What follows belongs to an exercise in optimizing a design on an open flow for small area and a short achievable clock period; a production flow would make more cautious choices. RTL that was checked went through simulation tests only; none was proved equivalent to the original. For run 2, only the layout was checked, not whether the RTL still works.

==> flow/design.v <==
module mult_unsigned #(
		parameter WIDTHA = 16,
		parameter WIDTHB = 24,
		parameter PIPELINE_DEPTH = 4
)
(
	input clk,rst,
	input [WIDTHA -1 :0] A,
	input [WIDTHB -1 :0] B,
	output [WIDTHA + WIDTHB - 1:0] result
);
reg [WIDTHA -1 :0] rA;
reg [WIDTHB -1 :0] rB;
reg [WIDTHA + WIDTHB - 1:0] M [PIPELINE_DEPTH-1:0];
integer i;
always @(posedge clk or posedge rst)
begin
	if (rst) begin
		rA <= 0;
		rB <= 0;
		for (i=0; i<PIPELINE_DEPTH; i=i+1)
		  M[i] <=0;
		end
	else
	begin
		rA <= A;
		rB <= B;
		M[0] <= rA * rB;
		for (i=0; i<PIPELINE_DEPTH-1; i=i+1)
			M[i+1] <= M[i];
	end
end
assign result = M[PIPELINE_DEPTH-1];
endmodule
==> flow/run.sh <==
#!/bin/bash
# synth_recipe.tcl (not shown) runs the flow's synth.tcl, then flattens the netlist and writes it again
# the make line also repeats each setting of config.mk as NAME=value (left out here)
make -C /OpenROAD-flow-scripts/flow DESIGN_CONFIG=/design/flow/config.mk WORK_HOME=/design/flow/orfs CLKGATE_MAP_FILE= SYNTH_SCRIPT=/design/flow/synth_recipe.tcl finish
==> flow/config.mk <==
export PLATFORM = sky130hd
export DESIGN_NAME = mult_unsigned
export DESIGN_NICKNAME = mult_unsigned
export VERILOG_FILES = /design/flow/design.v
export SDC_FILE = /design/flow/constraint.sdc
export NUM_CORES = 4
export LEC_CHECK = 0
export CAP_MARGIN = 20
export CORE_MARGIN = 2
export CORE_UTILIZATION = 40
export SLEW_MARGIN = 20
==> flow/constraint.sdc <==
create_clock -name core_clock -period 8.0 [get_ports {clk}]
set_input_delay 1.6000 -clock core_clock [delete_from_list [all_inputs] [get_ports {clk}]]
set_output_delay 1.6000 -clock core_clock [all_outputs]
set_load 0.01 [all_outputs]
==> results_dict.tcl, run 1 <==
set metrics [dict create \
    num_vias 11085 \
    dp.cells 2258 \
    clock.fmax_mhz 153 \
    fin_ws_ns 1.48 \
    cpMaxStageDelayCell "dfrtp_1" \
    crit_family "adder cells" \
    r2r_end "M[0][39]$_DFF_PP0_" \
    routed_wl_mm 37.0 \
    min_path_type "flop to flop" \
    gr-usage-met2 0.323 \
    status "finished clean" \
    nFlopsAndLatches 200 \
    hold_path_startpoint "M[2][24]$_DFF_PP0_" \
    gr-usage-met3 0.0261 \
    path_cells "nand2_1, fa_1, fa_1, fa_1, inv_1, fa_1, fa_1, inv_1, fa_1, inv_1, ha_1, a21oi_2, nor2b_1, or4_4, o21ai_2, o211ai_4, o21a_1, o211a_1" \
    synthFlopType "dfrtp_1" \
    worst-path-stages 18 \
    grt_pass1_vias 12225 \
    finalCriticalPeriod_ns 6.52 \
    synth_top_family_by_area "adder cells" \
    drc_errors 0 \
    globalRouteOverflowTotal 0 \
    slew_violations 0 \
    critPathMostFrequentCell "fa_1" \
    taps 585 \
]
==> inputs of run 2 (changes only) <==
==> flow/design.v (replaced) <==
module mult_unsigned (
	input clk, rst,
	input [15:0] A,
	input [23:0] B,
	output [39:0] result
);
reg [15:0] ra;
reg [23:0] rb;
reg [99:0] r2;
reg [39:0] r3, r4, r5;
reg [3:0] v;
wire one1;
wire two2;
wire pp3;
wire pp4;
wire pp5;
wire pp6;
wire pp7;
wire pp8;
wire pp9;
wire pp10;
wire pp11;
wire pp12;
wire pp13;
wire pp14;
wire pp15;
wire pp16;
wire pp17;
wire pp18;
wire pp19;
wire pp20;
wire pp21;
wire pp22;
wire pp23;
wire pp24;
wire pp25;
wire pp26;
wire pp27;
wire ns28;
wire one29;
wire two30;
wire pp31;
wire pp32;
wire pp33;
wire pp34;
wire pp35;
wire pp36;
wire pp37;
wire pp38;
wire pp39;
wire pp40;
wire pp41;
wire pp42;
wire pp43;
wire pp44;
wire pp45;
wire pp46;
wire pp47;
wire pp48;
wire pp49;
wire pp50;
wire pp51;
wire pp52;
wire pp53;
wire pp54;
wire pp55;
wire ns56;
wire one57;
wire two58;
wire pp59;
wire pp60;
wire pp61;
wire pp62;
wire pp63;
wire pp64;
wire pp65;
wire pp66;
wire pp67;
wire pp68;
wire pp69;
wire pp70;
wire pp71;
wire pp72;
wire pp73;
wire pp74;
wire pp75;
wire pp76;
wire pp77;
wire pp78;
wire pp79;
wire pp80;
wire pp81;
wire pp82;
wire pp83;
wire ns84;
wire one85;
wire two86;
wire pp87;
wire pp88;
wire pp89;
wire pp90;
wire pp91;
wire pp92;
wire pp93;
wire pp94;
wire pp95;
wire pp96;
wire pp97;
wire pp98;
wire pp99;
wire pp100;
wire pp101;
wire pp102;
wire pp103;
wire pp104;
wire pp105;
wire pp106;
wire pp107;
wire pp108;
wire pp109;
wire pp110;
wire pp111;
wire ns112;
wire one113;
wire two114;
wire pp115;
wire pp116;
wire pp117;
wire pp118;
wire pp119;
wire pp120;
wire pp121;
wire pp122;
wire pp123;
wire pp124;
wire pp125;
wire pp126;
wire pp127;
wire pp128;
wire pp129;
wire pp130;
wire pp131;
wire pp132;
wire pp133;
wire pp134;
wire pp135;
wire pp136;
wire pp137;
wire pp138;
wire pp139;
wire ns140;
wire one141;
wire two142;
wire pp143;
wire pp144;
wire pp145;
wire pp146;
wire pp147;
wire pp148;
wire pp149;
wire pp150;
wire pp151;
wire pp152;
wire pp153;
wire pp154;
wire pp155;
wire pp156;
wire pp157;
wire pp158;
wire pp159;
wire pp160;
wire pp161;
wire pp162;
wire pp163;
wire pp164;
wire pp165;
wire pp166;
wire pp167;
wire ns168;
wire one169;
wire two170;
wire pp171;
wire pp172;
wire pp173;
wire pp174;
wire pp175;
wire pp176;
wire pp177;
wire pp178;
wire pp179;
wire pp180;
wire pp181;
wire pp182;
wire pp183;
wire pp184;
wire pp185;
wire pp186;
wire pp187;
wire pp188;
wire pp189;
wire pp190;
wire pp191;
wire pp192;
wire pp193;
wire pp194;
wire pp195;
wire ns196;
wire one197;
wire two198;
wire pp199;
wire pp200;
wire pp201;
wire pp202;
wire pp203;
wire pp204;
wire pp205;
wire pp206;
wire pp207;
wire pp208;
wire pp209;
wire pp210;
wire pp211;
wire pp212;
wire pp213;
wire pp214;
wire pp215;
wire pp216;
wire pp217;
wire pp218;
wire pp219;
wire pp220;
wire pp221;
wire pp222;
wire pp223;
wire ns224;
wire pp225;
wire pp226;
wire pp227;
wire pp228;
wire pp229;
wire pp230;
wire pp231;
wire pp232;
wire pp233;
wire pp234;
wire pp235;
wire pp236;
wire pp237;
wire pp238;
wire pp239;
wire pp240;
wire pp241;
wire pp242;
wire pp243;
wire pp244;
wire pp245;
wire pp246;
wire pp247;
wire pp248;
wire s249;
wire c250;
wire s251;
wire c252;
wire s253;
wire c254;
wire s255;
wire c256;
wire s257;
wire c258;
wire s259;
wire c260;
wire s261;
wire c262;
wire s263;
wire c264;
wire s265;
wire c266;
wire s267;
wire c268;
wire s269;
wire c270;
wire s271;
wire c272;
wire s273;
wire c274;
wire s275;
wire c276;
wire s277;
wire c278;
wire s279;
wire c280;
wire s281;
wire c282;
wire s283;
wire c284;
wire s285;
wire c286;
wire s287;
wire c288;
wire s289;
wire c290;
wire s291;
wire c292;
wire s293;
wire c294;
wire s295;
wire c296;
wire s297;
wire c298;
wire s299;
wire c300;
wire s301;
wire c302;
wire s303;
wire c304;
wire s305;
wire c306;
wire s307;
wire c308;
wire s309;
wire c310;
wire s311;
wire c312;
wire s313;
wire c314;
wire s315;
wire c316;
wire s317;
wire c318;
wire s319;
wire c320;
wire s321;
wire c322;
wire s323;
wire c324;
wire s325;
wire c326;
wire s327;
wire c328;
wire s329;
wire c330;
wire s331;
wire c332;
wire s333;
wire c334;
wire s335;
wire c336;
wire s337;
wire c338;
wire s339;
wire c340;
wire s341;
wire c342;
wire s343;
wire c344;
wire s345;
wire c346;
wire s347;
wire c348;
wire s349;
wire c350;
wire s351;
wire c352;
wire s353;
wire c354;
wire s355;
wire c356;
wire s357;
wire c358;
wire s359;
wire c360;
wire s361;
wire c362;
wire s363;
wire c364;
wire s365;
wire c366;
wire s367;
wire c368;
wire s369;
wire c370;
wire s371;
wire c372;
wire s373;
wire c374;
wire s375;
wire c376;
wire s377;
wire c378;
wire s379;
wire c380;
wire s381;
wire c382;
wire s383;
wire c384;
wire s385;
wire c386;
wire s387;
wire c388;
wire s389;
wire c390;
wire s391;
wire c392;
wire s393;
wire c394;
wire s395;
wire c396;
wire s397;
wire c398;
wire s399;
wire c400;
wire s401;
wire c402;
wire s403;
wire c404;
wire s405;
wire c406;
wire s407;
wire c408;
wire s409;
wire c410;
wire s411;
wire c412;
wire s413;
wire c414;
wire s415;
wire c416;
wire s417;
wire c418;
wire s419;
wire c420;
wire s421;
wire c422;
wire s423;
wire c424;
wire s425;
wire c426;
wire s427;
wire c428;
wire s429;
wire c430;
wire s431;
wire c432;
wire s433;
wire c434;
wire s435;
wire c436;
wire s437;
wire c438;
wire s439;
wire c440;
wire s441;
wire c442;
wire s443;
wire c444;
wire s445;
wire c446;
wire s447;
wire c448;
wire s449;
wire c450;
wire s451;
wire c452;
wire s453;
wire c454;
wire s455;
wire c456;
wire s457;
wire c458;
wire s459;
wire c460;
wire s461;
wire c462;
wire s463;
wire c464;
wire s465;
wire c466;
wire s467;
wire c468;
wire s469;
wire c470;
wire s471;
wire c472;
wire s473;
wire c474;
wire s475;
wire c476;
wire s477;
wire c478;
wire s479;
wire c480;
wire s481;
wire c482;
wire s483;
wire c484;
wire s485;
wire c486;
wire s487;
wire c488;
wire s489;
wire c490;
wire s491;
wire c492;
wire s493;
wire c494;
wire s495;
wire c496;
wire s497;
wire c498;
wire s499;
wire c500;
wire s501;
wire c502;
wire s503;
wire c504;
wire s505;
wire c506;
wire s507;
wire c508;
wire s509;
wire c510;
wire s511;
wire c512;
wire s513;
wire c514;
wire s515;
wire c516;
wire s517;
wire c518;
wire s519;
wire c520;
wire s521;
wire c522;
wire s523;
wire c524;
wire s525;
wire c526;
wire s527;
wire c528;
wire s529;
wire c530;
wire s531;
wire c532;
wire s533;
wire c534;
wire s535;
wire c536;
wire s537;
wire c538;
wire s539;
wire c540;
wire s541;
wire c542;
wire s543;
wire c544;
wire s545;
wire c546;
wire s547;
wire c548;
wire s549;
wire c550;
wire s551;
wire c552;
wire s553;
wire c554;
wire s555;
wire c556;
wire s557;
wire c558;
wire s559;
wire c560;
wire s561;
wire c562;
wire s563;
wire c564;
wire s565;
wire c566;
wire s567;
wire c568;
wire s569;
wire c570;
wire s571;
wire c572;
wire s573;
wire c574;
wire s575;
wire c576;
wire s577;
wire c578;
wire s579;
wire c580;
wire s581;
wire c582;
wire s583;
wire c584;
wire s585;
wire c586;
wire s587;
wire c588;
wire s589;
wire c590;
wire s591;
wire c592;
wire s593;
wire c594;
wire s595;
wire c596;
wire s597;
wire c598;
wire s599;
wire c600;
wire s601;
wire c602;
wire s603;
wire c604;
wire s605;
wire c606;
wire s607;
wire c608;
wire s609;
wire c610;
wire s611;
wire c612;
wire s613;
wire c614;
wire s615;
wire c616;
wire s617;
wire c618;
wire s619;
wire c620;
wire s621;
wire c622;
wire s623;
wire c624;
wire s625;
wire c626;
wire s627;
wire c628;
assign one1 = ra[0];
assign two2 = ra[1] & ~ra[0];
assign pp3 = ((one1 & rb[0])) ^ ra[1];
assign pp4 = ((one1 & rb[1]) | (two2 & rb[0])) ^ ra[1];
assign pp5 = ((one1 & rb[2]) | (two2 & rb[1])) ^ ra[1];
assign pp6 = ((one1 & rb[3]) | (two2 & rb[2])) ^ ra[1];
assign pp7 = ((one1 & rb[4]) | (two2 & rb[3])) ^ ra[1];
assign pp8 = ((one1 & rb[5]) | (two2 & rb[4])) ^ ra[1];
assign pp9 = ((one1 & rb[6]) | (two2 & rb[5])) ^ ra[1];
assign pp10 = ((one1 & rb[7]) | (two2 & rb[6])) ^ ra[1];
assign pp11 = ((one1 & rb[8]) | (two2 & rb[7])) ^ ra[1];
assign pp12 = ((one1 & rb[9]) | (two2 & rb[8])) ^ ra[1];
assign pp13 = ((one1 & rb[10]) | (two2 & rb[9])) ^ ra[1];
assign pp14 = ((one1 & rb[11]) | (two2 & rb[10])) ^ ra[1];
assign pp15 = ((one1 & rb[12]) | (two2 & rb[11])) ^ ra[1];
assign pp16 = ((one1 & rb[13]) | (two2 & rb[12])) ^ ra[1];
assign pp17 = ((one1 & rb[14]) | (two2 & rb[13])) ^ ra[1];
assign pp18 = ((one1 & rb[15]) | (two2 & rb[14])) ^ ra[1];
assign pp19 = ((one1 & rb[16]) | (two2 & rb[15])) ^ ra[1];
assign pp20 = ((one1 & rb[17]) | (two2 & rb[16])) ^ ra[1];
assign pp21 = ((one1 & rb[18]) | (two2 & rb[17])) ^ ra[1];
assign pp22 = ((one1 & rb[19]) | (two2 & rb[18])) ^ ra[1];
assign pp23 = ((one1 & rb[20]) | (two2 & rb[19])) ^ ra[1];
assign pp24 = ((one1 & rb[21]) | (two2 & rb[20])) ^ ra[1];
assign pp25 = ((one1 & rb[22]) | (two2 & rb[21])) ^ ra[1];
assign pp26 = ((one1 & rb[23]) | (two2 & rb[22])) ^ ra[1];
assign pp27 = ((two2 & rb[23])) ^ ra[1];
assign ns28 = ~ra[1];
assign one29 = ra[2] ^ ra[1];
assign two30 = (ra[3] & ~ra[2] & ~ra[1]) | (~ra[3] & ra[2] & ra[1]);
assign pp31 = ((one29 & rb[0])) ^ ra[3];
assign pp32 = ((one29 & rb[1]) | (two30 & rb[0])) ^ ra[3];
assign pp33 = ((one29 & rb[2]) | (two30 & rb[1])) ^ ra[3];
assign pp34 = ((one29 & rb[3]) | (two30 & rb[2])) ^ ra[3];
assign pp35 = ((one29 & rb[4]) | (two30 & rb[3])) ^ ra[3];
assign pp36 = ((one29 & rb[5]) | (two30 & rb[4])) ^ ra[3];
assign pp37 = ((one29 & rb[6]) | (two30 & rb[5])) ^ ra[3];
assign pp38 = ((one29 & rb[7]) | (two30 & rb[6])) ^ ra[3];
assign pp39 = ((one29 & rb[8]) | (two30 & rb[7])) ^ ra[3];
assign pp40 = ((one29 & rb[9]) | (two30 & rb[8])) ^ ra[3];
assign pp41 = ((one29 & rb[10]) | (two30 & rb[9])) ^ ra[3];
assign pp42 = ((one29 & rb[11]) | (two30 & rb[10])) ^ ra[3];
assign pp43 = ((one29 & rb[12]) | (two30 & rb[11])) ^ ra[3];
assign pp44 = ((one29 & rb[13]) | (two30 & rb[12])) ^ ra[3];
assign pp45 = ((one29 & rb[14]) | (two30 & rb[13])) ^ ra[3];
assign pp46 = ((one29 & rb[15]) | (two30 & rb[14])) ^ ra[3];
assign pp47 = ((one29 & rb[16]) | (two30 & rb[15])) ^ ra[3];
assign pp48 = ((one29 & rb[17]) | (two30 & rb[16])) ^ ra[3];
assign pp49 = ((one29 & rb[18]) | (two30 & rb[17])) ^ ra[3];
assign pp50 = ((one29 & rb[19]) | (two30 & rb[18])) ^ ra[3];
assign pp51 = ((one29 & rb[20]) | (two30 & rb[19])) ^ ra[3];
assign pp52 = ((one29 & rb[21]) | (two30 & rb[20])) ^ ra[3];
assign pp53 = ((one29 & rb[22]) | (two30 & rb[21])) ^ ra[3];
assign pp54 = ((one29 & rb[23]) | (two30 & rb[22])) ^ ra[3];
assign pp55 = ((two30 & rb[23])) ^ ra[3];
assign ns56 = ~ra[3];
assign one57 = ra[4] ^ ra[3];
assign two58 = (ra[5] & ~ra[4] & ~ra[3]) | (~ra[5] & ra[4] & ra[3]);
assign pp59 = ((one57 & rb[0])) ^ ra[5];
assign pp60 = ((one57 & rb[1]) | (two58 & rb[0])) ^ ra[5];
assign pp61 = ((one57 & rb[2]) | (two58 & rb[1])) ^ ra[5];
assign pp62 = ((one57 & rb[3]) | (two58 & rb[2])) ^ ra[5];
assign pp63 = ((one57 & rb[4]) | (two58 & rb[3])) ^ ra[5];
assign pp64 = ((one57 & rb[5]) | (two58 & rb[4])) ^ ra[5];
assign pp65 = ((one57 & rb[6]) | (two58 & rb[5])) ^ ra[5];
assign pp66 = ((one57 & rb[7]) | (two58 & rb[6])) ^ ra[5];
assign pp67 = ((one57 & rb[8]) | (two58 & rb[7])) ^ ra[5];
assign pp68 = ((one57 & rb[9]) | (two58 & rb[8])) ^ ra[5];
assign pp69 = ((one57 & rb[10]) | (two58 & rb[9])) ^ ra[5];
assign pp70 = ((one57 & rb[11]) | (two58 & rb[10])) ^ ra[5];
assign pp71 = ((one57 & rb[12]) | (two58 & rb[11])) ^ ra[5];
assign pp72 = ((one57 & rb[13]) | (two58 & rb[12])) ^ ra[5];
assign pp73 = ((one57 & rb[14]) | (two58 & rb[13])) ^ ra[5];
assign pp74 = ((one57 & rb[15]) | (two58 & rb[14])) ^ ra[5];
assign pp75 = ((one57 & rb[16]) | (two58 & rb[15])) ^ ra[5];
assign pp76 = ((one57 & rb[17]) | (two58 & rb[16])) ^ ra[5];
assign pp77 = ((one57 & rb[18]) | (two58 & rb[17])) ^ ra[5];
assign pp78 = ((one57 & rb[19]) | (two58 & rb[18])) ^ ra[5];
assign pp79 = ((one57 & rb[20]) | (two58 & rb[19])) ^ ra[5];
assign pp80 = ((one57 & rb[21]) | (two58 & rb[20])) ^ ra[5];
assign pp81 = ((one57 & rb[22]) | (two58 & rb[21])) ^ ra[5];
assign pp82 = ((one57 & rb[23]) | (two58 & rb[22])) ^ ra[5];
assign pp83 = ((two58 & rb[23])) ^ ra[5];
assign ns84 = ~ra[5];
assign one85 = ra[6] ^ ra[5];
assign two86 = (ra[7] & ~ra[6] & ~ra[5]) | (~ra[7] & ra[6] & ra[5]);
assign pp87 = ((one85 & rb[0])) ^ ra[7];
assign pp88 = ((one85 & rb[1]) | (two86 & rb[0])) ^ ra[7];
assign pp89 = ((one85 & rb[2]) | (two86 & rb[1])) ^ ra[7];
assign pp90 = ((one85 & rb[3]) | (two86 & rb[2])) ^ ra[7];
assign pp91 = ((one85 & rb[4]) | (two86 & rb[3])) ^ ra[7];
assign pp92 = ((one85 & rb[5]) | (two86 & rb[4])) ^ ra[7];
assign pp93 = ((one85 & rb[6]) | (two86 & rb[5])) ^ ra[7];
assign pp94 = ((one85 & rb[7]) | (two86 & rb[6])) ^ ra[7];
assign pp95 = ((one85 & rb[8]) | (two86 & rb[7])) ^ ra[7];
assign pp96 = ((one85 & rb[9]) | (two86 & rb[8])) ^ ra[7];
assign pp97 = ((one85 & rb[10]) | (two86 & rb[9])) ^ ra[7];
assign pp98 = ((one85 & rb[11]) | (two86 & rb[10])) ^ ra[7];
assign pp99 = ((one85 & rb[12]) | (two86 & rb[11])) ^ ra[7];
assign pp100 = ((one85 & rb[13]) | (two86 & rb[12])) ^ ra[7];
assign pp101 = ((one85 & rb[14]) | (two86 & rb[13])) ^ ra[7];
assign pp102 = ((one85 & rb[15]) | (two86 & rb[14])) ^ ra[7];
assign pp103 = ((one85 & rb[16]) | (two86 & rb[15])) ^ ra[7];
assign pp104 = ((one85 & rb[17]) | (two86 & rb[16])) ^ ra[7];
assign pp105 = ((one85 & rb[18]) | (two86 & rb[17])) ^ ra[7];
assign pp106 = ((one85 & rb[19]) | (two86 & rb[18])) ^ ra[7];
assign pp107 = ((one85 & rb[20]) | (two86 & rb[19])) ^ ra[7];
assign pp108 = ((one85 & rb[21]) | (two86 & rb[20])) ^ ra[7];
assign pp109 = ((one85 & rb[22]) | (two86 & rb[21])) ^ ra[7];
assign pp110 = ((one85 & rb[23]) | (two86 & rb[22])) ^ ra[7];
assign pp111 = ((two86 & rb[23])) ^ ra[7];
assign ns112 = ~ra[7];
assign one113 = ra[8] ^ ra[7];
assign two114 = (ra[9] & ~ra[8] & ~ra[7]) | (~ra[9] & ra[8] & ra[7]);
assign pp115 = ((one113 & rb[0])) ^ ra[9];
assign pp116 = ((one113 & rb[1]) | (two114 & rb[0])) ^ ra[9];
assign pp117 = ((one113 & rb[2]) | (two114 & rb[1])) ^ ra[9];
assign pp118 = ((one113 & rb[3]) | (two114 & rb[2])) ^ ra[9];
assign pp119 = ((one113 & rb[4]) | (two114 & rb[3])) ^ ra[9];
assign pp120 = ((one113 & rb[5]) | (two114 & rb[4])) ^ ra[9];
assign pp121 = ((one113 & rb[6]) | (two114 & rb[5])) ^ ra[9];
assign pp122 = ((one113 & rb[7]) | (two114 & rb[6])) ^ ra[9];
assign pp123 = ((one113 & rb[8]) | (two114 & rb[7])) ^ ra[9];
assign pp124 = ((one113 & rb[9]) | (two114 & rb[8])) ^ ra[9];
assign pp125 = ((one113 & rb[10]) | (two114 & rb[9])) ^ ra[9];
assign pp126 = ((one113 & rb[11]) | (two114 & rb[10])) ^ ra[9];
assign pp127 = ((one113 & rb[12]) | (two114 & rb[11])) ^ ra[9];
assign pp128 = ((one113 & rb[13]) | (two114 & rb[12])) ^ ra[9];
assign pp129 = ((one113 & rb[14]) | (two114 & rb[13])) ^ ra[9];
assign pp130 = ((one113 & rb[15]) | (two114 & rb[14])) ^ ra[9];
assign pp131 = ((one113 & rb[16]) | (two114 & rb[15])) ^ ra[9];
assign pp132 = ((one113 & rb[17]) | (two114 & rb[16])) ^ ra[9];
assign pp133 = ((one113 & rb[18]) | (two114 & rb[17])) ^ ra[9];
assign pp134 = ((one113 & rb[19]) | (two114 & rb[18])) ^ ra[9];
assign pp135 = ((one113 & rb[20]) | (two114 & rb[19])) ^ ra[9];
assign pp136 = ((one113 & rb[21]) | (two114 & rb[20])) ^ ra[9];
assign pp137 = ((one113 & rb[22]) | (two114 & rb[21])) ^ ra[9];
assign pp138 = ((one113 & rb[23]) | (two114 & rb[22])) ^ ra[9];
assign pp139 = ((two114 & rb[23])) ^ ra[9];
assign ns140 = ~ra[9];
assign one141 = ra[10] ^ ra[9];
assign two142 = (ra[11] & ~ra[10] & ~ra[9]) | (~ra[11] & ra[10] & ra[9]);
assign pp143 = ((one141 & rb[0])) ^ ra[11];
assign pp144 = ((one141 & rb[1]) | (two142 & rb[0])) ^ ra[11];
assign pp145 = ((one141 & rb[2]) | (two142 & rb[1])) ^ ra[11];
assign pp146 = ((one141 & rb[3]) | (two142 & rb[2])) ^ ra[11];
assign pp147 = ((one141 & rb[4]) | (two142 & rb[3])) ^ ra[11];
assign pp148 = ((one141 & rb[5]) | (two142 & rb[4])) ^ ra[11];
assign pp149 = ((one141 & rb[6]) | (two142 & rb[5])) ^ ra[11];
assign pp150 = ((one141 & rb[7]) | (two142 & rb[6])) ^ ra[11];
assign pp151 = ((one141 & rb[8]) | (two142 & rb[7])) ^ ra[11];
assign pp152 = ((one141 & rb[9]) | (two142 & rb[8])) ^ ra[11];
assign pp153 = ((one141 & rb[10]) | (two142 & rb[9])) ^ ra[11];
assign pp154 = ((one141 & rb[11]) | (two142 & rb[10])) ^ ra[11];
assign pp155 = ((one141 & rb[12]) | (two142 & rb[11])) ^ ra[11];
assign pp156 = ((one141 & rb[13]) | (two142 & rb[12])) ^ ra[11];
assign pp157 = ((one141 & rb[14]) | (two142 & rb[13])) ^ ra[11];
assign pp158 = ((one141 & rb[15]) | (two142 & rb[14])) ^ ra[11];
assign pp159 = ((one141 & rb[16]) | (two142 & rb[15])) ^ ra[11];
assign pp160 = ((one141 & rb[17]) | (two142 & rb[16])) ^ ra[11];
assign pp161 = ((one141 & rb[18]) | (two142 & rb[17])) ^ ra[11];
assign pp162 = ((one141 & rb[19]) | (two142 & rb[18])) ^ ra[11];
assign pp163 = ((one141 & rb[20]) | (two142 & rb[19])) ^ ra[11];
assign pp164 = ((one141 & rb[21]) | (two142 & rb[20])) ^ ra[11];
assign pp165 = ((one141 & rb[22]) | (two142 & rb[21])) ^ ra[11];
assign pp166 = ((one141 & rb[23]) | (two142 & rb[22])) ^ ra[11];
assign pp167 = ((two142 & rb[23])) ^ ra[11];
assign ns168 = ~ra[11];
assign one169 = ra[12] ^ ra[11];
assign two170 = (ra[13] & ~ra[12] & ~ra[11]) | (~ra[13] & ra[12] & ra[11]);
assign pp171 = ((one169 & rb[0])) ^ ra[13];
assign pp172 = ((one169 & rb[1]) | (two170 & rb[0])) ^ ra[13];
assign pp173 = ((one169 & rb[2]) | (two170 & rb[1])) ^ ra[13];
assign pp174 = ((one169 & rb[3]) | (two170 & rb[2])) ^ ra[13];
assign pp175 = ((one169 & rb[4]) | (two170 & rb[3])) ^ ra[13];
assign pp176 = ((one169 & rb[5]) | (two170 & rb[4])) ^ ra[13];
assign pp177 = ((one169 & rb[6]) | (two170 & rb[5])) ^ ra[13];
assign pp178 = ((one169 & rb[7]) | (two170 & rb[6])) ^ ra[13];
assign pp179 = ((one169 & rb[8]) | (two170 & rb[7])) ^ ra[13];
assign pp180 = ((one169 & rb[9]) | (two170 & rb[8])) ^ ra[13];
assign pp181 = ((one169 & rb[10]) | (two170 & rb[9])) ^ ra[13];
assign pp182 = ((one169 & rb[11]) | (two170 & rb[10])) ^ ra[13];
assign pp183 = ((one169 & rb[12]) | (two170 & rb[11])) ^ ra[13];
assign pp184 = ((one169 & rb[13]) | (two170 & rb[12])) ^ ra[13];
assign pp185 = ((one169 & rb[14]) | (two170 & rb[13])) ^ ra[13];
assign pp186 = ((one169 & rb[15]) | (two170 & rb[14])) ^ ra[13];
assign pp187 = ((one169 & rb[16]) | (two170 & rb[15])) ^ ra[13];
assign pp188 = ((one169 & rb[17]) | (two170 & rb[16])) ^ ra[13];
assign pp189 = ((one169 & rb[18]) | (two170 & rb[17])) ^ ra[13];
assign pp190 = ((one169 & rb[19]) | (two170 & rb[18])) ^ ra[13];
assign pp191 = ((one169 & rb[20]) | (two170 & rb[19])) ^ ra[13];
assign pp192 = ((one169 & rb[21]) | (two170 & rb[20])) ^ ra[13];
assign pp193 = ((one169 & rb[22]) | (two170 & rb[21])) ^ ra[13];
assign pp194 = ((one169 & rb[23]) | (two170 & rb[22])) ^ ra[13];
assign pp195 = ((two170 & rb[23])) ^ ra[13];
assign ns196 = ~ra[13];
assign one197 = ra[14] ^ ra[13];
assign two198 = (ra[15] & ~ra[14] & ~ra[13]) | (~ra[15] & ra[14] & ra[13]);
assign pp199 = ((one197 & rb[0])) ^ ra[15];
assign pp200 = ((one197 & rb[1]) | (two198 & rb[0])) ^ ra[15];
assign pp201 = ((one197 & rb[2]) | (two198 & rb[1])) ^ ra[15];
assign pp202 = ((one197 & rb[3]) | (two198 & rb[2])) ^ ra[15];
assign pp203 = ((one197 & rb[4]) | (two198 & rb[3])) ^ ra[15];
assign pp204 = ((one197 & rb[5]) | (two198 & rb[4])) ^ ra[15];
assign pp205 = ((one197 & rb[6]) | (two198 & rb[5])) ^ ra[15];
assign pp206 = ((one197 & rb[7]) | (two198 & rb[6])) ^ ra[15];
assign pp207 = ((one197 & rb[8]) | (two198 & rb[7])) ^ ra[15];
assign pp208 = ((one197 & rb[9]) | (two198 & rb[8])) ^ ra[15];
assign pp209 = ((one197 & rb[10]) | (two198 & rb[9])) ^ ra[15];
assign pp210 = ((one197 & rb[11]) | (two198 & rb[10])) ^ ra[15];
assign pp211 = ((one197 & rb[12]) | (two198 & rb[11])) ^ ra[15];
assign pp212 = ((one197 & rb[13]) | (two198 & rb[12])) ^ ra[15];
assign pp213 = ((one197 & rb[14]) | (two198 & rb[13])) ^ ra[15];
assign pp214 = ((one197 & rb[15]) | (two198 & rb[14])) ^ ra[15];
assign pp215 = ((one197 & rb[16]) | (two198 & rb[15])) ^ ra[15];
assign pp216 = ((one197 & rb[17]) | (two198 & rb[16])) ^ ra[15];
assign pp217 = ((one197 & rb[18]) | (two198 & rb[17])) ^ ra[15];
assign pp218 = ((one197 & rb[19]) | (two198 & rb[18])) ^ ra[15];
assign pp219 = ((one197 & rb[20]) | (two198 & rb[19])) ^ ra[15];
assign pp220 = ((one197 & rb[21]) | (two198 & rb[20])) ^ ra[15];
assign pp221 = ((one197 & rb[22]) | (two198 & rb[21])) ^ ra[15];
assign pp222 = ((one197 & rb[23]) | (two198 & rb[22])) ^ ra[15];
assign pp223 = ((two198 & rb[23])) ^ ra[15];
assign ns224 = ~ra[15];
assign pp225 = ra[15] & rb[0];
assign pp226 = ra[15] & rb[1];
assign pp227 = ra[15] & rb[2];
assign pp228 = ra[15] & rb[3];
assign pp229 = ra[15] & rb[4];
assign pp230 = ra[15] & rb[5];
assign pp231 = ra[15] & rb[6];
assign pp232 = ra[15] & rb[7];
assign pp233 = ra[15] & rb[8];
assign pp234 = ra[15] & rb[9];
assign pp235 = ra[15] & rb[10];
assign pp236 = ra[15] & rb[11];
assign pp237 = ra[15] & rb[12];
assign pp238 = ra[15] & rb[13];
assign pp239 = ra[15] & rb[14];
assign pp240 = ra[15] & rb[15];
assign pp241 = ra[15] & rb[16];
assign pp242 = ra[15] & rb[17];
assign pp243 = ra[15] & rb[18];
assign pp244 = ra[15] & rb[19];
assign pp245 = ra[15] & rb[20];
assign pp246 = ra[15] & rb[21];
assign pp247 = ra[15] & rb[22];
assign pp248 = ra[15] & rb[23];
assign s249 = ra[3] ^ pp5 ^ pp31;
assign c250 = (ra[3] & pp5) | (ra[3] & pp31) | (pp5 & pp31);
assign s251 = pp6 ^ pp32 ^ c250;
assign c252 = (pp6 & pp32) | (pp6 & c250) | (pp32 & c250);
assign s253 = ra[5] ^ pp7 ^ pp33;
assign c254 = (ra[5] & pp7) | (ra[5] & pp33) | (pp7 & pp33);
assign s255 = pp59 ^ s253 ^ c252;
assign c256 = (pp59 & s253) | (pp59 & c252) | (s253 & c252);
assign s257 = pp8 ^ pp34 ^ pp60;
assign c258 = (pp8 & pp34) | (pp8 & pp60) | (pp34 & pp60);
assign s259 = ra[7] ^ pp9 ^ pp35;
assign c260 = (ra[7] & pp9) | (ra[7] & pp35) | (pp9 & pp35);
assign s261 = pp61 ^ pp87 ^ c258;
assign c262 = (pp61 & pp87) | (pp61 & c258) | (pp87 & c258);
assign s263 = pp10 ^ pp36 ^ pp62;
assign c264 = (pp10 & pp36) | (pp10 & pp62) | (pp36 & pp62);
assign s265 = pp88 ^ c260 ^ s263;
assign c266 = (pp88 & c260) | (pp88 & s263) | (c260 & s263);
assign s267 = ra[9] ^ pp11 ^ pp37;
assign c268 = (ra[9] & pp11) | (ra[9] & pp37) | (pp11 & pp37);
assign s269 = pp63 ^ pp89 ^ pp115;
assign c270 = (pp63 & pp89) | (pp63 & pp115) | (pp89 & pp115);
assign s271 = c264 ^ s267 ^ s269;
assign c272 = (c264 & s267) | (c264 & s269) | (s267 & s269);
assign s273 = pp12 ^ pp38 ^ pp64;
assign c274 = (pp12 & pp38) | (pp12 & pp64) | (pp38 & pp64);
assign s275 = pp90 ^ pp116 ^ c268;
assign c276 = (pp90 & pp116) | (pp90 & c268) | (pp116 & c268);
assign s277 = c270 ^ s273 ^ c272;
assign c278 = (c270 & s273) | (c270 & c272) | (s273 & c272);
assign s279 = ra[11] ^ pp13 ^ pp39;
assign c280 = (ra[11] & pp13) | (ra[11] & pp39) | (pp13 & pp39);
assign s281 = pp65 ^ pp91 ^ pp117;
assign c282 = (pp65 & pp91) | (pp65 & pp117) | (pp91 & pp117);
assign s283 = pp143 ^ c274 ^ s279;
assign c284 = (pp143 & c274) | (pp143 & s279) | (c274 & s279);
assign s285 = s281 ^ c276 ^ s283;
assign c286 = (s281 & c276) | (s281 & s283) | (c276 & s283);
assign s287 = pp14 ^ pp40 ^ pp66;
assign c288 = (pp14 & pp40) | (pp14 & pp66) | (pp40 & pp66);
assign s289 = pp92 ^ pp118 ^ pp144;
assign c290 = (pp92 & pp118) | (pp92 & pp144) | (pp118 & pp144);
assign s291 = c280 ^ c282 ^ s287;
assign c292 = (c280 & c282) | (c280 & s287) | (c282 & s287);
assign s293 = s289 ^ c284 ^ s291;
assign c294 = (s289 & c284) | (s289 & s291) | (c284 & s291);
assign s295 = ra[13] ^ pp15 ^ pp41;
assign c296 = (ra[13] & pp15) | (ra[13] & pp41) | (pp15 & pp41);
assign s297 = pp67 ^ pp93 ^ pp119;
assign c298 = (pp67 & pp93) | (pp67 & pp119) | (pp93 & pp119);
assign s299 = pp145 ^ pp171 ^ c288;
assign c300 = (pp145 & pp171) | (pp145 & c288) | (pp171 & c288);
assign s301 = c290 ^ s295 ^ s297;
assign c302 = (c290 & s295) | (c290 & s297) | (s295 & s297);
assign s303 = c292 ^ s299 ^ s301;
assign c304 = (c292 & s299) | (c292 & s301) | (s299 & s301);
assign s305 = pp16 ^ pp42 ^ pp68;
assign c306 = (pp16 & pp42) | (pp16 & pp68) | (pp42 & pp68);
assign s307 = pp94 ^ pp120 ^ pp146;
assign c308 = (pp94 & pp120) | (pp94 & pp146) | (pp120 & pp146);
assign s309 = pp172 ^ c296 ^ c298;
assign c310 = (pp172 & c296) | (pp172 & c298) | (c296 & c298);
assign s311 = s305 ^ s307 ^ c300;
assign c312 = (s305 & s307) | (s305 & c300) | (s307 & c300);
assign s313 = ra[15] ^ pp17 ^ pp43;
assign c314 = (ra[15] & pp17) | (ra[15] & pp43) | (pp17 & pp43);
assign s315 = pp69 ^ pp95 ^ pp121;
assign c316 = (pp69 & pp95) | (pp69 & pp121) | (pp95 & pp121);
assign s317 = pp147 ^ pp173 ^ pp199;
assign c318 = (pp147 & pp173) | (pp147 & pp199) | (pp173 & pp199);
assign s319 = c306 ^ c308 ^ s313;
assign c320 = (c306 & c308) | (c306 & s313) | (c308 & s313);
assign s321 = s315 ^ s317 ^ c310;
assign c322 = (s315 & s317) | (s315 & c310) | (s317 & c310);
assign s323 = pp18 ^ pp44 ^ pp70;
assign c324 = (pp18 & pp44) | (pp18 & pp70) | (pp44 & pp70);
assign s325 = pp96 ^ pp122 ^ pp148;
assign c326 = (pp96 & pp122) | (pp96 & pp148) | (pp122 & pp148);
assign s327 = pp174 ^ pp200 ^ c314;
assign c328 = (pp174 & pp200) | (pp174 & c314) | (pp200 & c314);
assign s329 = c316 ^ c318 ^ s323;
assign c330 = (c316 & c318) | (c316 & s323) | (c318 & s323);
assign s331 = s325 ^ c320 ^ s327;
assign c332 = (s325 & c320) | (s325 & s327) | (c320 & s327);
assign s333 = pp19 ^ pp45 ^ pp71;
assign c334 = (pp19 & pp45) | (pp19 & pp71) | (pp45 & pp71);
assign s335 = pp97 ^ pp123 ^ pp149;
assign c336 = (pp97 & pp123) | (pp97 & pp149) | (pp123 & pp149);
assign s337 = pp175 ^ pp201 ^ pp225;
assign c338 = (pp175 & pp201) | (pp175 & pp225) | (pp201 & pp225);
assign s339 = c324 ^ c326 ^ s333;
assign c340 = (c324 & c326) | (c324 & s333) | (c326 & s333);
assign s341 = s335 ^ s337 ^ c328;
assign c342 = (s335 & s337) | (s335 & c328) | (s337 & c328);
assign s343 = pp20 ^ pp46 ^ pp72;
assign c344 = (pp20 & pp46) | (pp20 & pp72) | (pp46 & pp72);
assign s345 = pp98 ^ pp124 ^ pp150;
assign c346 = (pp98 & pp124) | (pp98 & pp150) | (pp124 & pp150);
assign s347 = pp176 ^ pp202 ^ pp226;
assign c348 = (pp176 & pp202) | (pp176 & pp226) | (pp202 & pp226);
assign s349 = c334 ^ c336 ^ c338;
assign c350 = (c334 & c336) | (c334 & c338) | (c336 & c338);
assign s351 = s343 ^ s345 ^ s347;
assign c352 = (s343 & s345) | (s343 & s347) | (s345 & s347);
assign s353 = c340 ^ s349 ^ s351;
assign c354 = (c340 & s349) | (c340 & s351) | (s349 & s351);
assign s355 = pp21 ^ pp47 ^ pp73;
assign c356 = (pp21 & pp47) | (pp21 & pp73) | (pp47 & pp73);
assign s357 = pp99 ^ pp125 ^ pp151;
assign c358 = (pp99 & pp125) | (pp99 & pp151) | (pp125 & pp151);
assign s359 = pp177 ^ pp203 ^ pp227;
assign c360 = (pp177 & pp203) | (pp177 & pp227) | (pp203 & pp227);
assign s361 = c344 ^ c346 ^ c348;
assign c362 = (c344 & c346) | (c344 & c348) | (c346 & c348);
assign s363 = s355 ^ s357 ^ s359;
assign c364 = (s355 & s357) | (s355 & s359) | (s357 & s359);
assign s365 = c350 ^ c352 ^ s361;
assign c366 = (c350 & c352) | (c350 & s361) | (c352 & s361);
assign s367 = pp22 ^ pp48 ^ pp74;
assign c368 = (pp22 & pp48) | (pp22 & pp74) | (pp48 & pp74);
assign s369 = pp100 ^ pp126 ^ pp152;
assign c370 = (pp100 & pp126) | (pp100 & pp152) | (pp126 & pp152);
assign s371 = pp178 ^ pp204 ^ pp228;
assign c372 = (pp178 & pp204) | (pp178 & pp228) | (pp204 & pp228);
assign s373 = c356 ^ c358 ^ c360;
assign c374 = (c356 & c358) | (c356 & c360) | (c358 & c360);
assign s375 = s367 ^ s369 ^ s371;
assign c376 = (s367 & s369) | (s367 & s371) | (s369 & s371);
assign s377 = c362 ^ c364 ^ s373;
assign c378 = (c362 & c364) | (c362 & s373) | (c364 & s373);
assign s379 = pp23 ^ pp49 ^ pp75;
assign c380 = (pp23 & pp49) | (pp23 & pp75) | (pp49 & pp75);
assign s381 = pp101 ^ pp127 ^ pp153;
assign c382 = (pp101 & pp127) | (pp101 & pp153) | (pp127 & pp153);
assign s383 = pp179 ^ pp205 ^ pp229;
assign c384 = (pp179 & pp205) | (pp179 & pp229) | (pp205 & pp229);
assign s385 = c368 ^ c370 ^ c372;
assign c386 = (c368 & c370) | (c368 & c372) | (c370 & c372);
assign s387 = s379 ^ s381 ^ s383;
assign c388 = (s379 & s381) | (s379 & s383) | (s381 & s383);
assign s389 = c374 ^ c376 ^ s385;
assign c390 = (c374 & c376) | (c374 & s385) | (c376 & s385);
assign s391 = pp24 ^ pp50 ^ pp76;
assign c392 = (pp24 & pp50) | (pp24 & pp76) | (pp50 & pp76);
assign s393 = pp102 ^ pp128 ^ pp154;
assign c394 = (pp102 & pp128) | (pp102 & pp154) | (pp128 & pp154);
assign s395 = pp180 ^ pp206 ^ pp230;
assign c396 = (pp180 & pp206) | (pp180 & pp230) | (pp206 & pp230);
assign s397 = c380 ^ c382 ^ c384;
assign c398 = (c380 & c382) | (c380 & c384) | (c382 & c384);
assign s399 = s391 ^ s393 ^ s395;
assign c400 = (s391 & s393) | (s391 & s395) | (s393 & s395);
assign s401 = c386 ^ c388 ^ s397;
assign c402 = (c386 & c388) | (c386 & s397) | (c388 & s397);
assign s403 = pp25 ^ pp51 ^ pp77;
assign c404 = (pp25 & pp51) | (pp25 & pp77) | (pp51 & pp77);
assign s405 = pp103 ^ pp129 ^ pp155;
assign c406 = (pp103 & pp129) | (pp103 & pp155) | (pp129 & pp155);
assign s407 = pp181 ^ pp207 ^ pp231;
assign c408 = (pp181 & pp207) | (pp181 & pp231) | (pp207 & pp231);
assign s409 = c392 ^ c394 ^ c396;
assign c410 = (c392 & c394) | (c392 & c396) | (c394 & c396);
assign s411 = s403 ^ s405 ^ s407;
assign c412 = (s403 & s405) | (s403 & s407) | (s405 & s407);
assign s413 = c398 ^ c400 ^ s409;
assign c414 = (c398 & c400) | (c398 & s409) | (c400 & s409);
assign s415 = pp26 ^ pp52 ^ pp78;
assign c416 = (pp26 & pp52) | (pp26 & pp78) | (pp52 & pp78);
assign s417 = pp104 ^ pp130 ^ pp156;
assign c418 = (pp104 & pp130) | (pp104 & pp156) | (pp130 & pp156);
assign s419 = pp182 ^ pp208 ^ pp232;
assign c420 = (pp182 & pp208) | (pp182 & pp232) | (pp208 & pp232);
assign s421 = c404 ^ c406 ^ c408;
assign c422 = (c404 & c406) | (c404 & c408) | (c406 & c408);
assign s423 = s415 ^ s417 ^ s419;
assign c424 = (s415 & s417) | (s415 & s419) | (s417 & s419);
assign s425 = c410 ^ c412 ^ s421;
assign c426 = (c410 & c412) | (c410 & s421) | (c412 & s421);
assign s427 = pp27 ^ pp53 ^ pp79;
assign c428 = (pp27 & pp53) | (pp27 & pp79) | (pp53 & pp79);
assign s429 = pp105 ^ pp131 ^ pp157;
assign c430 = (pp105 & pp131) | (pp105 & pp157) | (pp131 & pp157);
assign s431 = pp183 ^ pp209 ^ pp233;
assign c432 = (pp183 & pp209) | (pp183 & pp233) | (pp209 & pp233);
assign s433 = c416 ^ c418 ^ c420;
assign c434 = (c416 & c418) | (c416 & c420) | (c418 & c420);
assign s435 = s427 ^ s429 ^ s431;
assign c436 = (s427 & s429) | (s427 & s431) | (s429 & s431);
assign s437 = c422 ^ c424 ^ s433;
assign c438 = (c422 & c424) | (c422 & s433) | (c424 & s433);
assign s439 = ~(ns28 ^ pp54);
assign c440 = ns28 | pp54;
assign s441 = pp80 ^ pp106 ^ pp132;
assign c442 = (pp80 & pp106) | (pp80 & pp132) | (pp106 & pp132);
assign s443 = pp158 ^ pp184 ^ pp210;
assign c444 = (pp158 & pp184) | (pp158 & pp210) | (pp184 & pp210);
assign s445 = pp234 ^ c428 ^ c430;
assign c446 = (pp234 & c428) | (pp234 & c430) | (c428 & c430);
assign s447 = c432 ^ s439 ^ s441;
assign c448 = (c432 & s439) | (c432 & s441) | (s439 & s441);
assign s449 = s443 ^ c434 ^ c436;
assign c450 = (s443 & c434) | (s443 & c436) | (c434 & c436);
assign s451 = ~(pp55 ^ pp81);
assign c452 = pp55 | pp81;
assign s453 = pp107 ^ pp133 ^ pp159;
assign c454 = (pp107 & pp133) | (pp107 & pp159) | (pp133 & pp159);
assign s455 = pp185 ^ pp211 ^ pp235;
assign c456 = (pp185 & pp211) | (pp185 & pp235) | (pp211 & pp235);
assign s457 = c440 ^ c442 ^ c444;
assign c458 = (c440 & c442) | (c440 & c444) | (c442 & c444);
assign s459 = s451 ^ s453 ^ s455;
assign c460 = (s451 & s453) | (s451 & s455) | (s453 & s455);
assign s461 = c446 ^ c448 ^ s457;
assign c462 = (c446 & c448) | (c446 & s457) | (c448 & s457);
assign s463 = ns56 ^ pp82 ^ pp108;
assign c464 = (ns56 & pp82) | (ns56 & pp108) | (pp82 & pp108);
assign s465 = pp134 ^ pp160 ^ pp186;
assign c466 = (pp134 & pp160) | (pp134 & pp186) | (pp160 & pp186);
assign s467 = pp212 ^ pp236 ^ c452;
assign c468 = (pp212 & pp236) | (pp212 & c452) | (pp236 & c452);
assign s469 = c454 ^ c456 ^ s463;
assign c470 = (c454 & c456) | (c454 & s463) | (c456 & s463);
assign s471 = s465 ^ c458 ^ c460;
assign c472 = (s465 & c458) | (s465 & c460) | (c458 & c460);
assign s473 = ~(pp83 ^ pp109);
assign c474 = pp83 | pp109;
assign s475 = pp135 ^ pp161 ^ pp187;
assign c476 = (pp135 & pp161) | (pp135 & pp187) | (pp161 & pp187);
assign s477 = pp213 ^ pp237 ^ c464;
assign c478 = (pp213 & pp237) | (pp213 & c464) | (pp237 & c464);
assign s479 = c466 ^ s473 ^ s475;
assign c480 = (c466 & s473) | (c466 & s475) | (s473 & s475);
assign s481 = c468 ^ c470 ^ s477;
assign c482 = (c468 & c470) | (c468 & s477) | (c470 & s477);
assign s483 = ns84 ^ pp110 ^ pp136;
assign c484 = (ns84 & pp110) | (ns84 & pp136) | (pp110 & pp136);
assign s485 = pp162 ^ pp188 ^ pp214;
assign c486 = (pp162 & pp188) | (pp162 & pp214) | (pp188 & pp214);
assign s487 = pp238 ^ c474 ^ c476;
assign c488 = (pp238 & c474) | (pp238 & c476) | (c474 & c476);
assign s489 = s483 ^ s485 ^ c478;
assign c490 = (s483 & s485) | (s483 & c478) | (s485 & c478);
assign s491 = ~(pp111 ^ pp137);
assign c492 = pp111 | pp137;
assign s493 = pp163 ^ pp189 ^ pp215;
assign c494 = (pp163 & pp189) | (pp163 & pp215) | (pp189 & pp215);
assign s495 = pp239 ^ c484 ^ c486;
assign c496 = (pp239 & c484) | (pp239 & c486) | (c484 & c486);
assign s497 = s491 ^ s493 ^ c488;
assign c498 = (s491 & s493) | (s491 & c488) | (s493 & c488);
assign s499 = ns112 ^ pp138 ^ pp164;
assign c500 = (ns112 & pp138) | (ns112 & pp164) | (pp138 & pp164);
assign s501 = pp190 ^ pp216 ^ pp240;
assign c502 = (pp190 & pp216) | (pp190 & pp240) | (pp216 & pp240);
assign s503 = c492 ^ c494 ^ s499;
assign c504 = (c492 & c494) | (c492 & s499) | (c494 & s499);
assign s505 = s501 ^ c496 ^ s503;
assign c506 = (s501 & c496) | (s501 & s503) | (c496 & s503);
assign s507 = ~(pp139 ^ pp165);
assign c508 = pp139 | pp165;
assign s509 = pp191 ^ pp217 ^ pp241;
assign c510 = (pp191 & pp217) | (pp191 & pp241) | (pp217 & pp241);
assign s511 = c500 ^ c502 ^ s507;
assign c512 = (c500 & c502) | (c500 & s507) | (c502 & s507);
assign s513 = s509 ^ c504 ^ s511;
assign c514 = (s509 & c504) | (s509 & s511) | (c504 & s511);
assign s515 = ns140 ^ pp166 ^ pp192;
assign c516 = (ns140 & pp166) | (ns140 & pp192) | (pp166 & pp192);
assign s517 = pp218 ^ pp242 ^ c508;
assign c518 = (pp218 & pp242) | (pp218 & c508) | (pp242 & c508);
assign s519 = c510 ^ s515 ^ c512;
assign c520 = (c510 & s515) | (c510 & c512) | (s515 & c512);
assign s521 = ~(pp167 ^ pp193);
assign c522 = pp167 | pp193;
assign s523 = pp219 ^ pp243 ^ c516;
assign c524 = (pp219 & pp243) | (pp219 & c516) | (pp243 & c516);
assign s525 = s521 ^ c518 ^ s523;
assign c526 = (s521 & c518) | (s521 & s523) | (c518 & s523);
assign s527 = ns168 ^ pp194 ^ pp220;
assign c528 = (ns168 & pp194) | (ns168 & pp220) | (pp194 & pp220);
assign s529 = pp244 ^ c522 ^ s527;
assign c530 = (pp244 & c522) | (pp244 & s527) | (c522 & s527);
assign s531 = ~(pp195 ^ pp221);
assign c532 = pp195 | pp221;
assign s533 = pp245 ^ c528 ^ s531;
assign c534 = (pp245 & c528) | (pp245 & s531) | (c528 & s531);
assign s535 = ns196 ^ pp222 ^ pp246;
assign c536 = (ns196 & pp222) | (ns196 & pp246) | (pp222 & pp246);
assign s537 = c532 ^ s535 ^ c534;
assign c538 = (c532 & s535) | (c532 & c534) | (s535 & c534);
assign s539 = ~(pp223 ^ pp247);
assign c540 = pp223 | pp247;
assign s541 = ns224 ^ pp248 ^ c540;
assign c542 = (ns224 & pp248) | (ns224 & c540) | (pp248 & c540);
assign s543 = r2[6] ^ r2[7] ^ r2[8];
assign c544 = (r2[6] & r2[7]) | (r2[6] & r2[8]) | (r2[7] & r2[8]);
assign s545 = r2[9] ^ r2[10] ^ c544;
assign c546 = (r2[9] & r2[10]) | (r2[9] & c544) | (r2[10] & c544);
assign s547 = r2[11] ^ r2[12] ^ c546;
assign c548 = (r2[11] & r2[12]) | (r2[11] & c546) | (r2[12] & c546);
assign s549 = r2[13] ^ r2[14] ^ c548;
assign c550 = (r2[13] & r2[14]) | (r2[13] & c548) | (r2[14] & c548);
assign s551 = r2[15] ^ r2[16] ^ c550;
assign c552 = (r2[15] & r2[16]) | (r2[15] & c550) | (r2[16] & c550);
assign s553 = r2[17] ^ r2[18] ^ c552;
assign c554 = (r2[17] & r2[18]) | (r2[17] & c552) | (r2[18] & c552);
assign s555 = r2[19] ^ r2[20] ^ c554;
assign c556 = (r2[19] & r2[20]) | (r2[19] & c554) | (r2[20] & c554);
assign s557 = r2[21] ^ r2[22] ^ c556;
assign c558 = (r2[21] & r2[22]) | (r2[21] & c556) | (r2[22] & c556);
assign s559 = r2[23] ^ r2[24] ^ r2[25];
assign c560 = (r2[23] & r2[24]) | (r2[23] & r2[25]) | (r2[24] & r2[25]);
assign s561 = r2[26] ^ s559 ^ c558;
assign c562 = (r2[26] & s559) | (r2[26] & c558) | (s559 & c558);
assign s563 = r2[27] ^ r2[28] ^ r2[29];
assign c564 = (r2[27] & r2[28]) | (r2[27] & r2[29]) | (r2[28] & r2[29]);
assign s565 = c560 ^ s563 ^ c562;
assign c566 = (c560 & s563) | (c560 & c562) | (s563 & c562);
assign s567 = r2[30] ^ r2[31] ^ r2[32];
assign c568 = (r2[30] & r2[31]) | (r2[30] & r2[32]) | (r2[31] & r2[32]);
assign s569 = c564 ^ s567 ^ c566;
assign c570 = (c564 & s567) | (c564 & c566) | (s567 & c566);
assign s571 = r2[33] ^ r2[34] ^ r2[35];
assign c572 = (r2[33] & r2[34]) | (r2[33] & r2[35]) | (r2[34] & r2[35]);
assign s573 = r2[36] ^ c568 ^ s571;
assign c574 = (r2[36] & c568) | (r2[36] & s571) | (c568 & s571);
assign s575 = r2[37] ^ r2[38] ^ c572;
assign c576 = (r2[37] & r2[38]) | (r2[37] & c572) | (r2[38] & c572);
assign s577 = r2[39] ^ r2[40] ^ r2[41];
assign c578 = (r2[39] & r2[40]) | (r2[39] & r2[41]) | (r2[40] & r2[41]);
assign s579 = r2[42] ^ r2[43] ^ r2[44];
assign c580 = (r2[42] & r2[43]) | (r2[42] & r2[44]) | (r2[43] & r2[44]);
assign s581 = r2[45] ^ r2[46] ^ r2[47];
assign c582 = (r2[45] & r2[46]) | (r2[45] & r2[47]) | (r2[46] & r2[47]);
assign s583 = r2[48] ^ r2[49] ^ r2[50];
assign c584 = (r2[48] & r2[49]) | (r2[48] & r2[50]) | (r2[49] & r2[50]);
assign s585 = r2[51] ^ r2[52] ^ r2[53];
assign c586 = (r2[51] & r2[52]) | (r2[51] & r2[53]) | (r2[52] & r2[53]);
assign s587 = r2[54] ^ r2[55] ^ r2[56];
assign c588 = (r2[54] & r2[55]) | (r2[54] & r2[56]) | (r2[55] & r2[56]);
assign s589 = r2[57] ^ r2[58] ^ r2[59];
assign c590 = (r2[57] & r2[58]) | (r2[57] & r2[59]) | (r2[58] & r2[59]);
assign s591 = r2[60] ^ r2[61] ^ r2[62];
assign c592 = (r2[60] & r2[61]) | (r2[60] & r2[62]) | (r2[61] & r2[62]);
assign s593 = r2[63] ^ c590 ^ s591;
assign c594 = (r2[63] & c590) | (r2[63] & s591) | (c590 & s591);
assign s595 = r2[64] ^ r2[65] ^ r2[66];
assign c596 = (r2[64] & r2[65]) | (r2[64] & r2[66]) | (r2[65] & r2[66]);
assign s597 = c592 ^ s595 ^ c594;
assign c598 = (c592 & s595) | (c592 & c594) | (s595 & c594);
assign s599 = r2[67] ^ r2[68] ^ r2[69];
assign c600 = (r2[67] & r2[68]) | (r2[67] & r2[69]) | (r2[68] & r2[69]);
assign s601 = r2[70] ^ c596 ^ s599;
assign c602 = (r2[70] & c596) | (r2[70] & s599) | (c596 & s599);
assign s603 = r2[71] ^ r2[72] ^ r2[73];
assign c604 = (r2[71] & r2[72]) | (r2[71] & r2[73]) | (r2[72] & r2[73]);
assign s605 = c600 ^ s603 ^ c602;
assign c606 = (c600 & s603) | (c600 & c602) | (s603 & c602);
assign s607 = r2[74] ^ r2[75] ^ r2[76];
assign c608 = (r2[74] & r2[75]) | (r2[74] & r2[76]) | (r2[75] & r2[76]);
assign s609 = r2[77] ^ c604 ^ s607;
assign c610 = (r2[77] & c604) | (r2[77] & s607) | (c604 & s607);
assign s611 = r2[78] ^ r2[79] ^ r2[80];
assign c612 = (r2[78] & r2[79]) | (r2[78] & r2[80]) | (r2[79] & r2[80]);
assign s613 = c608 ^ s611 ^ c610;
assign c614 = (c608 & s611) | (c608 & c610) | (s611 & c610);
assign s615 = r2[81] ^ r2[82] ^ c612;
assign c616 = (r2[81] & r2[82]) | (r2[81] & c612) | (r2[82] & c612);
assign s617 = r2[83] ^ r2[84] ^ c616;
assign c618 = (r2[83] & r2[84]) | (r2[83] & c616) | (r2[84] & c616);
assign s619 = r2[85] ^ r2[86] ^ r2[87];
assign c620 = (r2[85] & r2[86]) | (r2[85] & r2[87]) | (r2[86] & r2[87]);
assign s621 = r2[88] ^ r2[89] ^ c620;
assign c622 = (r2[88] & r2[89]) | (r2[88] & c620) | (r2[89] & c620);
assign s623 = r2[90] ^ r2[91] ^ r2[92];
assign c624 = (r2[90] & r2[91]) | (r2[90] & r2[92]) | (r2[91] & r2[92]);
assign s625 = r2[93] ^ r2[94] ^ c624;
assign c626 = (r2[93] & r2[94]) | (r2[93] & c624) | (r2[94] & c624);
assign s627 = r2[96] ^ r2[97] ^ r2[98];
assign c628 = (r2[96] & r2[97]) | (r2[96] & r2[98]) | (r2[97] & r2[98]);
wire [39:0] sx = {r2[99], s627, r2[95], s625, c622, s621, c618, s617, c614, s613, c606, s605, c598, s597, s593, c588, c586, c584, c582, c580, c578, c576, c574, c570, s569, s565, s561, s557, s555, s553, s551, s549, s547, s545, s543, r2[5], r2[4], r2[3], r2[2], r2[0]};
wire [39:0] sy = {c628, 1'b0, c626, 1'b0, s623, 1'b0, s619, 1'b0, s615, 1'b0, s609, 1'b0, s601, 1'b0, 1'b0, s589, s587, s585, s583, s581, s579, s577, s575, s573, 1'b0, 1'b0, 1'b0, 1'b0, 1'b0, 1'b0, 1'b0, 1'b0, 1'b0, 1'b0, 1'b0, 1'b0, 1'b0, 1'b0, 1'b0, r2[1]};
wire [39:0] prod = sx + sy;
always @(posedge clk) begin
	ra <= A;
	rb <= B;
	r2 <= {s541, s539, c538, c536, s537, s533, c530, s529, c526, c524, s525, c520, s519, c514, s517, s513, c506, s505, c498, s497, c490, s495, s489, c482, s487, c480, s481, c472, s479, s471, c462, s469, s467, s461, c450, s459, s449, c438, s447, s445, s437, c426, s435, s425, c414, s423, s413, c402, s411, s401, c390, s399, s389, c378, s387, s377, c366, s375, s365, c354, s363, s353, c342, s341, c332, s339, c330, s331, c322, s329, s321, c312, s319, s311, c304, s309, c302, s303, c294, s293, c286, s285, c278, s277, s275, s271, c266, s265, c262, s261, s259, s257, c256, c254, s255, s251, s249, pp4, ra[1], pp3};
	r3 <= prod;
	r4 <= r3;
end
always @(posedge clk or posedge rst) begin
	if (rst) begin
		v <= 4'b0;
		r5 <= 40'b0;
	end else begin
		v <= {v[2:0], 1'b1};
		r5 <= r4 & {40{v[3]}};
	end
end
assign result = r5;
endmodule
==> run 2 against run 1 <==
Design area up 11%. Via count is 50% higher. Hold slack got worse by 0.017 ns. Register-to-register slack better by 0.29 ns. Sequential share of layout area about the same. Critical endpoint is now r3[31]$_DFF_P_.
==> results_dict.tcl, run 2 <==
set metrics [dict create \
    status "finished clean" \
    largest_reg_flops 100 \
    synth_cell_types 56 \
    cts_max_path_buffers 3 \
    dp.cells 2755 \
    critPathArrivalTime_ns 6.69 \
    crit_path_end_kind "flop" \
    fin_skew_ns 0.0365 \
    grt_antenna_before_repair 0 \
    postRouteAntennaNets 0 \
    wl_per_cell_um 20.9 \
    grt_max_degree 101 \
    syn-cell-area_um2 19500 \
    regMostFlops "r2" \
    tns_ns 0 \
    final_cells 2809 \
    hold_viol 0 \
    synthFlopType "dfxtp_1" \
    synth_common_cells "a21oi_1 (220), dfxtp_1 (220), clkbuf_1 (203)" \
    die_y_um 225 \
    slew_violations 0 \
    routed_wl_mm 58.8 \
    dp_hpwl_mm 40.8 \
    layout_commonest_cell "a21oi_1" \
    clock.fmax_mhz 161 \
    cts_setup_buffers 0 \
    fin_nets 2418 \
    dr.pass1.iters 6 \
    post_cts_resize_count 0 \
    fin_ws_ns 1.77 \
    holdBufCountCts 0 \
    synthMuxAreaShare 0 \
    crit_start "r2[6]$_DFF_P_" \
    reg2reg_slack_ns 1.77 \
    hold_path_startpoint "r3[6]$_DFF_P_" \
    synth_top_family_by_area "adder cells" \
    ios 82 \
    required_ns 8.46 \
    clk_latency_ns 0.60 \
    rows 80 \
    ctsRootBufferMaster "clkbuf_16" \
    post-route-util 0.450 \
    cts.sinks 264 \
    n_antenna_cell 0 \
    relSlewSlack 0.235 \
    yosys.area_share.simple 0.132 \
    synthToLayoutAreaGrowth_pct 10.7 \
    grt_pass1_wl_mm 90.5 \
    grt_use_total 0.231 \
    dpl_worst_slack_ns 1.79 \
    synth_area_per_cell_um2 8.62 \
    worstSetupPathType "flop to flop" \
    num_vias 16597 \
    port_buffers 81 \
    initial_core_util 0.407 \
    filler_cell_count 4658 \
    grt_pass1_vias 15446 \
    synth-seq-area-share 0.283 \
    drive_gt1_frac 0.0561 \
    ys_ff_latch 264 \
    vias_per_cell 5.91 \
    core_um2 47800 \
    gp_congestion 0.854 \
    synthAdderAreaFrac 0.236 \
    setup_viol 0 \
    dieWidth_um 225 \
    drv_cap 0 \
    syn_inst 2259 \
    finalCriticalPeriod_ns 6.23 \
    htreeDepth 1 \
    cp-start-kind "flop" \
    layout_common_cells "a21oi_1 (220), dfxtp_1 (211), nand2_1 (185)" \
    critPathMaxFanout 5 \
    synth.largest_area_cell "dfxtp_1" \
    dieArea_um2 50400 \
    rr_startpoint "r2[6]$_DFF_P_" \
    rsz0062_at_grt "no" \
    drc_errors 0 \
    globalRouteOverflowTotal 0 \
    ys_async_sr_fraction 0.167 \
    tightest_slew_ns 1.15 \
    cts_tree "built" \
    synthXorXnorAreaFrac 0.0346 \
    synth-compound-area-share 0.229 \
    postSynthNetCount 2506 \
    drt_iter0_drc 1768 \
    ys_warn_count 1 \
    clkTransAtPathRegs_ns 0.07 \
    synthTopCellsByArea "dfxtp_1 (23%), fa_1 (19%), a21oi_1 (5.7%)" \
    cts_buffers 29 \
    min_path_type "flop to flop" \
    synth-edff-count 0 \
    synth_top_cell_area_share 0.226 \
    fin_crit_sh 0.779 \
]
-- run 2: worst max-delay path: stages, from the launching register on --
cell and delay (ns):
dfxtp_1 0.35, fa_1 0.17, inv_1 0.05, fa_1 0.38, fa_1 0.39, fa_1 0.39
fa_1 0.40, fa_1 0.39, fa_1 0.39, fa_1 0.38, inv_1 0.09, fa_1 0.17
inv_1 0.05, fa_1 0.40, inv_1 0.08, fa_1 0.18, ha_1 0.25, and4b_1 0.29
nand2_1 0.10, nor4_1 0.06, nor4_2 0.69, o221ai_1 0.27, xor2_1 0.19
-- run 2: logic make-up after synthesis --
logic type,count (synthesis)
buf+inv,438
xor+xnor,77
flops,264
other cells,1
fa+ha+maj,273
simple gates,532
compound gates,674
-- run 2: final cells by class --
class	instances	area, µm²	share of cell area
tap	615	769	0.0357
inverter	191	717	0.0333
multi-input combinational	1557	12300	0.572
timing repair buffer	128	1170	0.0544
clock inverter	18	233	0.0108
sequential	264	5530	0.257
clock buffer	36	802	0.0372
-- run 2: stage by stage --
stage / instance area [µm²] / hold slack (ns)
floorplan: 19500 / 0.310
global placement: 20500 / 0.312
detailed placement: 20500 / 0.312
CTS: 21500 / 0.328
global route: 21500 / 0.330
finish: 21500 / 0.326
-- run 2: path summary, 6_finish.rpt --
check,to,cells after the start
max,r3[31]$_DFF_P_,22
min,r4[6]$_DFF_P_,0
max reg2reg,r3[31]$_DFF_P_,22
min reg2reg,r4[6]$_DFF_P_,0
max in group asynchronous,r5[21]$_DFF_PP0_,2
min in group asynchronous,r5[15]$_DFF_PP0_,2
-- run 2: per-layer routing --
layer	share of wire	up-vias	wire (µm)	global-route usage
li1	-	7577	-	-
met1	0.43	8059	25300	0.320
met2	0.45	837	26500	0.370
met3	0.085	124	4990	0.0336
met4	0.036	0	2110	0.0784
met5	0	-	0	0

[afterwards: timing with drivers on the ports]
Ports are ideal in the flow. The routed layouts listed here were re-timed in OpenROAD. Step 1 (the two cells are an assumption about what drives the block):
set clk [get_ports {clk}]
set_driving_cell -lib_cell sky130_fd_sc_hd__clkbuf_16 $clk
set_driving_cell -lib_cell sky130_fd_sc_hd__buf_2 [delete_from_list [all_inputs] $clk]
Step 2, shift: input delay + t, output delay - t, t = (earliest + latest rising clock arrival at the registers) / 2. This alone moves slack from input paths to output paths. a / b / c = ideal ports / drivers / drivers and shift; a / b = the first two.
run	t, ns	setup slack, ns	clock arrival spread, ns
run 1	0.504	1.483 / 1.483 / 1.483	0.016 / 0.015
run 2	0.637	1.771 / 1.771 / 1.771	0.038 / 0.038
After both steps setup and hold are still met in every run listed.
